Background: an optimization exercise with open tools, aiming at small area, a short achievable clock period and few clock cycles. Do not read the settings as production practice. Only simulation tests tie the RTL to the original design; equivalence was not proved. No activity file was given, so power comes from the tool's default toggle rates.

==> run C <==
==> flow/design.v (excerpt) <==
module processor
	#(parameter WIDTH = 32)
	(
		input CLK,
		input RST,
		output [WIDTH-1:0] IF_pc,
		input  [WIDTH-1:0] IF_instr,
		output [WIDTH-1:0] MEM_mem_in,
		output [WIDTH-1:0] MEM_alu_out,
		output  [2:0] 		 MEM_MemLen,
		output 				 MEM_MemRead,
		output 						 MEM_MemWrite,
		input  [WIDTH-1:0] MEM_mem_out
	);
	reg  [31:2] pc;       
	reg         xv;       
	reg  [31:0] ir;       
	reg  [31:2] xpc;      
	reg  [31:0] xa, xb;   
	assign IF_pc = {pc, 2'b00};
	wire [6:0] op = ir[6:0];
	wire [2:0] f3 = ir[14:12];
	wire [4:0] rd = ir[11:7];
	wire is_ctl   = op[6];                        
	wire is_br    = op[6] & ~op[2];
	wire is_jalr  = op[6] & op[2] & ~op[3];
	wire is_mem   = ~op[6] & ~op[4];              
	wire is_ld    = is_mem & ~op[5];
	wire is_st    = is_mem & op[5];
	wire is_u     = ~op[6] & op[4] & op[2];       
	wire is_lui   = is_u & op[5];
	wire is_auipc = is_u & ~op[5];
	wire is_alu   = ~op[6] & op[4] & ~op[2];      
	wire is_op    = is_alu & op[5];
	wire x_pred = ir[31];                         
	wire [31:0] imm_i = {{20{ir[31]}}, ir[31:20]};
	wire [31:0] imm_s = {{20{ir[31]}}, ir[31:25], ir[11:7]};
	wire [31:0] imm_b = {{19{ir[31]}}, ir[31], ir[7], ir[30:25], ir[11:8], 1'b0};
	wire [31:0] imm_u = {ir[31:12], 12'b0};
	wire [31:0] addr = xa + ((op[5] & ~op[2]) ? imm_s : imm_i);
	wire [31:0] alu_a = is_ctl | is_auipc ? {xpc, 2'b00} : (is_lui ? 32'd0 : xa);
  ...
==> module processor, before the edit <==
module processor
	#(parameter WIDTH = 32)
	(
		input CLK,
		input RST,
		output [WIDTH-1:0] IF_pc,
		input  [WIDTH-1:0] IF_instr,
		output [WIDTH-1:0] MEM_mem_in,
		output [WIDTH-1:0] MEM_alu_out,
		output  [2:0] 		 MEM_MemLen,
		output 				 MEM_MemRead,
		output 						 MEM_MemWrite,
		input  [WIDTH-1:0] MEM_mem_out
	);
	reg  [31:2] pc;       
	reg         xv;       
	reg  [31:0] ir;       
	reg  [31:2] xpc;      
	reg  [31:0] xa, xb;   
	assign IF_pc = {pc, 2'b00};
	wire [6:0] op = ir[6:0];
	wire [2:0] f3 = ir[14:12];
	wire [4:0] rd = ir[11:7];
	wire is_ctl   = op[6];                        
	wire is_br    = op[6] & ~op[2];
	wire is_jalr  = op[6] & op[2] & ~op[3];
	wire is_mem   = ~op[6] & ~op[4];              
	wire is_ld    = is_mem & ~op[5];
	wire is_st    = is_mem & op[5];
	wire is_u     = ~op[6] & op[4] & op[2];       
	wire is_lui   = is_u & op[5];
	wire is_auipc = is_u & ~op[5];
	wire is_alu   = ~op[6] & op[4] & ~op[2];      
	wire is_op    = is_alu & op[5];
	wire x_pred = ir[31];                         
	wire [31:0] imm_i = {{20{ir[31]}}, ir[31:20]};
	wire [31:0] imm_s = {{20{ir[31]}}, ir[31:25], ir[11:7]};
	wire [31:0] imm_b = {{19{ir[31]}}, ir[31], ir[7], ir[30:25], ir[11:8], 1'b0};
	wire [31:0] imm_u = {ir[31:12], 12'b0};
	wire [31:0] addr = xa + ((op[5] & ~op[2]) ? imm_s : imm_i);
	wire [31:0] alu_a = is_ctl | is_auipc ? {xpc, 2'b00} : (is_lui ? 32'd0 : xa);
	wire [31:0] imm_x = is_ctl ? ((is_br & ~x_pred) ? imm_b : 32'd4) : (op[2] ? imm_u : imm_i);
	wire [31:0] alu_b = is_op ? xb : imm_x;
	wire [2:0] fn = is_alu ? f3 : 3'b000;
	wire sub = (is_op & ir[30] & (fn == 3'b000)) | (fn[2:1] == 2'b01);
	wire [32:0] sum = {1'b0, alu_a} + {1'b0, alu_b ^ {32{sub}}} + {32'd0, sub};
	wire sltu = ~sum[32];
	wire slt = (alu_a[31] ^ alu_b[31]) ? alu_a[31] : sum[31];
	wire left = ~fn[2];
	wire [31:0] a_rev;
	genvar gi;
	generate
		for (gi = 0; gi < 32; gi = gi + 1) begin : rev_in
			assign a_rev[gi] = alu_a[31-gi];
		end
	endgenerate
	wire [31:0] sh_in = left ? a_rev : alu_a;
	wire sh_fill = ~left & ir[30] & alu_a[31];
	wire [32:0] sh_full = $signed({sh_fill, sh_in}) >>> alu_b[4:0];
	wire [31:0] sh_r = sh_full[31:0];
	wire [31:0] sh_rev;
	generate
		for (gi = 0; gi < 32; gi = gi + 1) begin : rev_out
			assign sh_rev[gi] = sh_r[31-gi];
		end
	endgenerate
	reg [31:0] alu_out;
	always @(*)
		case (fn)
			3'b000: alu_out = sum[31:0];
			3'b001: alu_out = sh_rev;
			3'b010: alu_out = {31'd0, slt};
			3'b011: alu_out = {31'd0, sltu};
			3'b100: alu_out = alu_a ^ alu_b;
			3'b101: alu_out = sh_r;
			3'b110: alu_out = alu_a | alu_b;
			default: alu_out = alu_a & alu_b;
		endcase
	wire [31:0] wb = is_ld ? MEM_mem_out : alu_out;
	wire x_we = xv & (rd != 5'd0) & ~is_br & ~is_st;
	wire eq  = (xa == xb);
	wire ltu = (xa < xb);
	wire lt  = ($signed(xa) < $signed(xb));
	wire cond = (f3[2] ? (f3[1] ? ltu : lt) : eq) ^ f3[0];
	wire redirect = xv & ((is_br & (cond ^ x_pred)) | is_jalr);
	wire [31:2] x_target = is_jalr ? addr[31:2] : sum[31:2];
	assign MEM_alu_out  = addr;
	assign MEM_mem_in   = xb;
	assign MEM_MemLen   = {f3[2], f3[1:0] + 2'd1};
	assign MEM_MemRead  = xv & is_ld;
	assign MEM_MemWrite = xv & is_st;
	wire [31:0] fi = IF_instr;
	wire f_jal = fi[6] & fi[3];
	wire f_br  = fi[6] & ~fi[2];
	wire f_taken = f_jal | (f_br & fi[31]);
	wire [31:2] f_imm_b = {{19{fi[31]}}, fi[31], fi[7], fi[30:25], fi[11:9]};
	wire [31:2] f_imm_j = {{11{fi[31]}}, fi[31], fi[19:12], fi[20], fi[30:22]};
	wire [31:2] f_inc = f_taken ? (f_jal ? f_imm_j : f_imm_b) : 30'd1;
	wire [31:2] f_next = pc + f_inc;
	wire [31:0] rf1, rf2;
	register_file register_file (
		.clk(CLK),
		.rs1(fi[19:15]),
		.rs2(fi[24:20]),
		.rd(rd),
		.we(x_we),
		.in(wb),
		.out1(rf1),
		.out2(rf2)
	);
	wire fwd1 = x_we & (rd == fi[19:15]);
	wire fwd2 = x_we & (rd == fi[24:20]);
	always @(posedge CLK) begin
		if (RST) begin
			pc <= 30'd0;
			xv <= 1'b0;
		end else begin
			pc <= redirect ? x_target : f_next;
			xv <= ~redirect;
		end
		ir  <= fi;
		xpc <= pc;
		xa  <= fwd1 ? wb : rf1;
		xb  <= fwd2 ? wb : rf2;
	end
endmodule
clock: 11.0 ns
lec_check: 0
cap_margin: 20
core_margin: 2
core_utilization: 30
place_density: 0.45
slew_margin: 20
run.sh (not shown) runs the stock make flow with config.mk's settings and CLKGATE_MAP_FILE= SYNTH_SCRIPT=/design/flow/synth_recipe.tcl, a recipe that flattens the netlist after the stock synthesis.
==> run P (differences from run C) <==
==> flow/design.v (replaced) <==
module register_file (
	input				clk,
	input		[4:0]	rs1,
	input		[4:0]	rs2,
	input		[4:0]	rd,
	input				we,
	input		[31:0]	in,
	output		[31:0]	out1,
	output		[31:0]	out2
	);
	wire [31:0] data [31:0];
	assign data[0] = 32'd0;
	genvar i;
	generate
		for (i = 1; i <= 31; i = i + 1) begin : regs
			reg [31:0] q;
			always @(posedge clk)
				if (we && rd == i)
					q <= in;
			assign data[i] = q;
		end
	endgenerate
	assign out1 = data[rs1];
	assign out2 = data[rs2];
endmodule
module processor
	#(parameter WIDTH = 32)
	(
		input CLK,
		input RST,
		output [WIDTH-1:0] IF_pc,
		input  [WIDTH-1:0] IF_instr,
		output [WIDTH-1:0] MEM_mem_in,
		output [WIDTH-1:0] MEM_alu_out,
		output  [2:0] 		 MEM_MemLen,
		output 				 MEM_MemRead,
		output 						 MEM_MemWrite,
		input  [WIDTH-1:0] MEM_mem_out
	);
	reg  [31:2] pc;       
	reg         xv;       
	reg  [31:0] ir;       
	reg  [31:2] xpc;      
	reg  [31:0] xa, xb;   
	reg  [4:0]  xlo;      
	reg b_reg, b_immi, b_immu, b_immb, b_four;   
	reg a_reg, a_pc;                              
	reg sub;                                      
	reg r_add, r_sll, r_slt, r_sltu, r_xor, r_srl, r_or, r_and;   
	reg sh_arith;                                 
	reg x_ld, x_st, x_br, x_jalr, x_wr, x_pred;
	assign IF_pc = {pc, 2'b00};
	wire [2:0] f3 = ir[14:12];
	wire [4:0] rd = ir[11:7];
	wire [31:0] imm_i = {{20{ir[31]}}, ir[31:20]};
	wire [31:0] imm_b = {{19{ir[31]}}, ir[31], ir[7], ir[30:25], ir[11:8], 1'b0};
	wire [31:0] imm_u = {ir[31:12], 12'b0};
	wire [31:0] addr = xa + {{20{ir[31]}}, ir[31:25], xlo};
	wire [31:0] alu_a = ({32{a_reg}} & xa) | ({32{a_pc}} & {xpc, 2'b00});
	wire [31:0] alu_b = ({32{b_reg}} & xb) | ({32{b_immi}} & imm_i) | ({32{b_immu}} & imm_u) |
	                    ({32{b_immb}} & imm_b) | {29'd0, b_four, 2'b00};
	wire [32:0] sum = {1'b0, alu_a} + {1'b0, alu_b ^ {32{sub}}} + {32'd0, sub};
	wire sltu = ~sum[32];
	wire slt = (xa[31] ^ alu_b[31]) ? xa[31] : sum[31];
	wire [31:0] a_rev;
	genvar gi;
	generate
		for (gi = 0; gi < 32; gi = gi + 1) begin : rev_in
			assign a_rev[gi] = xa[31-gi];
		end
	endgenerate
	wire [31:0] sh_in = r_sll ? a_rev : xa;
	wire sh_fill = sh_arith & xa[31];
	wire [32:0] sh_full = $signed({sh_fill, sh_in}) >>> alu_b[4:0];
	wire [31:0] sh_r = sh_full[31:0];
	wire [31:0] sh_rev;
	generate
		for (gi = 0; gi < 32; gi = gi + 1) begin : rev_out
			assign sh_rev[gi] = sh_r[31-gi];
		end
	endgenerate
	wire [31:0] alu_out = ({32{r_add}} & sum[31:0]) |
	                      ({32{r_sll}} & sh_rev) |
	                      ({32{r_srl}} & sh_r) |
	                      {31'd0, (r_slt & slt) | (r_sltu & sltu)} |
	                      ({32{r_xor}} & (xa ^ alu_b)) |
	                      ({32{r_or}} & (xa | alu_b)) |
	                      ({32{r_and}} & (xa & alu_b));
	wire [31:0] wb = x_ld ? MEM_mem_out : alu_out;
	wire x_we = xv & x_wr;
	wire eq  = (xa == xb);
	wire ltu = (xa < xb);
	wire lt  = ($signed(xa) < $signed(xb));
	wire cond = (f3[2] ? (f3[1] ? ltu : lt) : eq) ^ f3[0];
	wire redirect = xv & ((x_br & (cond ^ x_pred)) | x_jalr);
	wire [31:2] x_target = x_jalr ? addr[31:2] : sum[31:2];
	assign MEM_alu_out  = addr;
	assign MEM_mem_in   = xb;
	assign MEM_MemLen   = {f3[2], f3[1:0] + 2'd1};
	assign MEM_MemRead  = xv & x_ld;
	assign MEM_MemWrite = xv & x_st;
	wire [31:0] fi = IF_instr;
	wire [6:0] fop = fi[6:0];
	wire [2:0] ff3 = fi[14:12];
	wire f_ctl   = fop[6];                          
	wire f_br    = fop[6] & ~fop[2];
	wire f_jal   = fop[6] & fop[3];
	wire f_jalr  = fop[6] & fop[2] & ~fop[3];
	wire f_mem   = ~fop[6] & ~fop[4];               
	wire f_ld    = f_mem & ~fop[5];
	wire f_st    = f_mem & fop[5];
	wire f_u     = ~fop[6] & fop[4] & fop[2];       
	wire f_auipc = f_u & ~fop[5];
	wire f_alu   = ~fop[6] & fop[4] & ~fop[2];      
	wire f_op    = f_alu & fop[5];
	wire f_pred  = f_br & (fi[31] | fi[12]);
	wire f_taken = f_jal | f_pred;
	wire [2:0] fn = f_alu ? ff3 : 3'b000;
	wire [31:2] f_imm_b = {{19{fi[31]}}, fi[31], fi[7], fi[30:25], fi[11:9]};
	wire [31:2] f_imm_j = {{11{fi[31]}}, fi[31], fi[19:12], fi[20], fi[30:22]};
	wire [31:2] f_inc = f_taken ? (f_jal ? f_imm_j : f_imm_b) : 30'd1;
	wire [31:2] f_next = pc + f_inc;
	wire [31:0] rf1, rf2;
	register_file register_file (
		.clk(CLK),
		.rs1(fi[19:15]),
		.rs2(fi[24:20]),
		.rd(rd),
		.we(x_we),
		.in(wb),
		.out1(rf1),
		.out2(rf2)
	);
	wire fwd1 = x_we & (rd == fi[19:15]);
	wire fwd2 = x_we & (rd == fi[24:20]);
	always @(posedge CLK) begin
		if (RST) begin
			pc <= 30'd0;
			xv <= 1'b0;
		end else begin
			pc <= redirect ? x_target : f_next;
			xv <= ~redirect;
		end
		ir  <= fi;
		xlo <= (fop[5] & ~fop[2]) ? fi[11:7] : fi[24:20];
		xpc <= pc;
		xa  <= fwd1 ? wb : rf1;
		xb  <= fwd2 ? wb : rf2;
		b_reg  <= f_op;
		b_immi <= f_alu & ~fop[5];
		b_immu <= f_u;
		b_immb <= f_br & ~f_pred;
		b_four <= f_ctl & ~(f_br & ~f_pred);
		a_reg  <= f_alu;
		a_pc   <= f_ctl | f_auipc;
		sub    <= (f_op & fi[30] & (fn == 3'b000)) | (fn[2:1] == 2'b01);
		r_add  <= (fn == 3'b000);
		r_sll  <= (fn == 3'b001);
		r_slt  <= (fn == 3'b010);
		r_sltu <= (fn == 3'b011);
		r_xor  <= (fn == 3'b100);
		r_srl  <= (fn == 3'b101);
		r_or   <= (fn == 3'b110);
		r_and  <= (fn == 3'b111);
		sh_arith <= fi[30];
		x_ld   <= f_ld;
		x_st   <= f_st;
		x_br   <= f_br;
		x_jalr <= f_jalr;
		x_wr   <= ~f_br & ~f_st & (fi[11:7] != 5'd0);
		x_pred <= f_pred;
	end
endmodule
==> flow/flow/run.sh (new file) <==
#!/bin/bash
set -euo pipefail
bash standard.sh SETUP_SLACK_MARGIN=7 \
	"BUFFER_PORTS_ARGS=-buffer_cell sky130_fd_sc_hd__buf_4" \
	finish > flow.log 2>&1
==> flow/standard.sh (new file) <==
#!/bin/bash
# synth_recipe.tcl (not shown) runs the flow's synth.tcl, then flattens the netlist and writes it again
# the make line also repeats each setting of config.mk as NAME=value (left out here)
make -C /OpenROAD-flow-scripts/flow DESIGN_CONFIG=/design/flow/config.mk WORK_HOME=/design/flow/orfs CLKGATE_MAP_FILE= SYNTH_SCRIPT=/design/flow/synth_recipe.tcl "${@:-finish}"
- CORE_UTILIZATION: 30 -> 55
- PLACE_DENSITY: 0.45 -> 0.65
- SETUP_SLACK_MARGIN: not set -> 5
- TNS_END_PERCENT: not set -> 5
removed: flow/run.sh
==> run notes <==
Run P completed without violations. Run C completed with no timing, DRC or antenna violations.
Fmax: run P is larger than run C (44%).
Between run P and run C, the lower wire length is in run P (gap 15%, measured against run C).
Between run C and run P, the lower clock skew is in run P (gap 0.027 ns).
Between run P and run C, the lower power is in run P (gap 5.7%, measured against run C).
Against run P, the synthesized cell count of run C is larger by about 7%.
Between run C and run P, the lower first-iteration DRC count is in run C (gap 19%, measured against run P).
Clock power: run P is lower than run C (9.9%).
Of run P and run C, run P has the higher sequential share of layout area (gap 0.40 points).
Testbench counts of run C, summed over its fixed seeds: cycles 32,867.
Testbench counts of run P, summed over its fixed seeds: cycles 32,266.

## port drivers added, routing unchanged
In the flow no input, the clock included, has a driving cell. The finished layouts below were timed again as built, in two steps.
Step 1, drivers: a clkbuf_16 drives CLK and a buf_2 each remaining input, both assumed.
Step 2 moves the port delays by t, midway between the first and last clock arrival at a register: inputs arrive t later, outputs are due t later. That takes back most of the time a late clock gives input paths.
Slacks: no drivers / after step 1 / after step 2; pairs: no drivers / after step 1.
run	shift t [ns]	slack for setup (ns)	worst setup path after step 2
run C	0.876	2.904 / 2.825 / 3.279	register to register
run P	0.798	5.363 / 5.291 / 5.222	input to register
After both steps every run listed still meets setup and hold. For run P, which loses most, drivers alone change the setup slack by -0.072 ns; drivers and shift together by -0.141 ns.
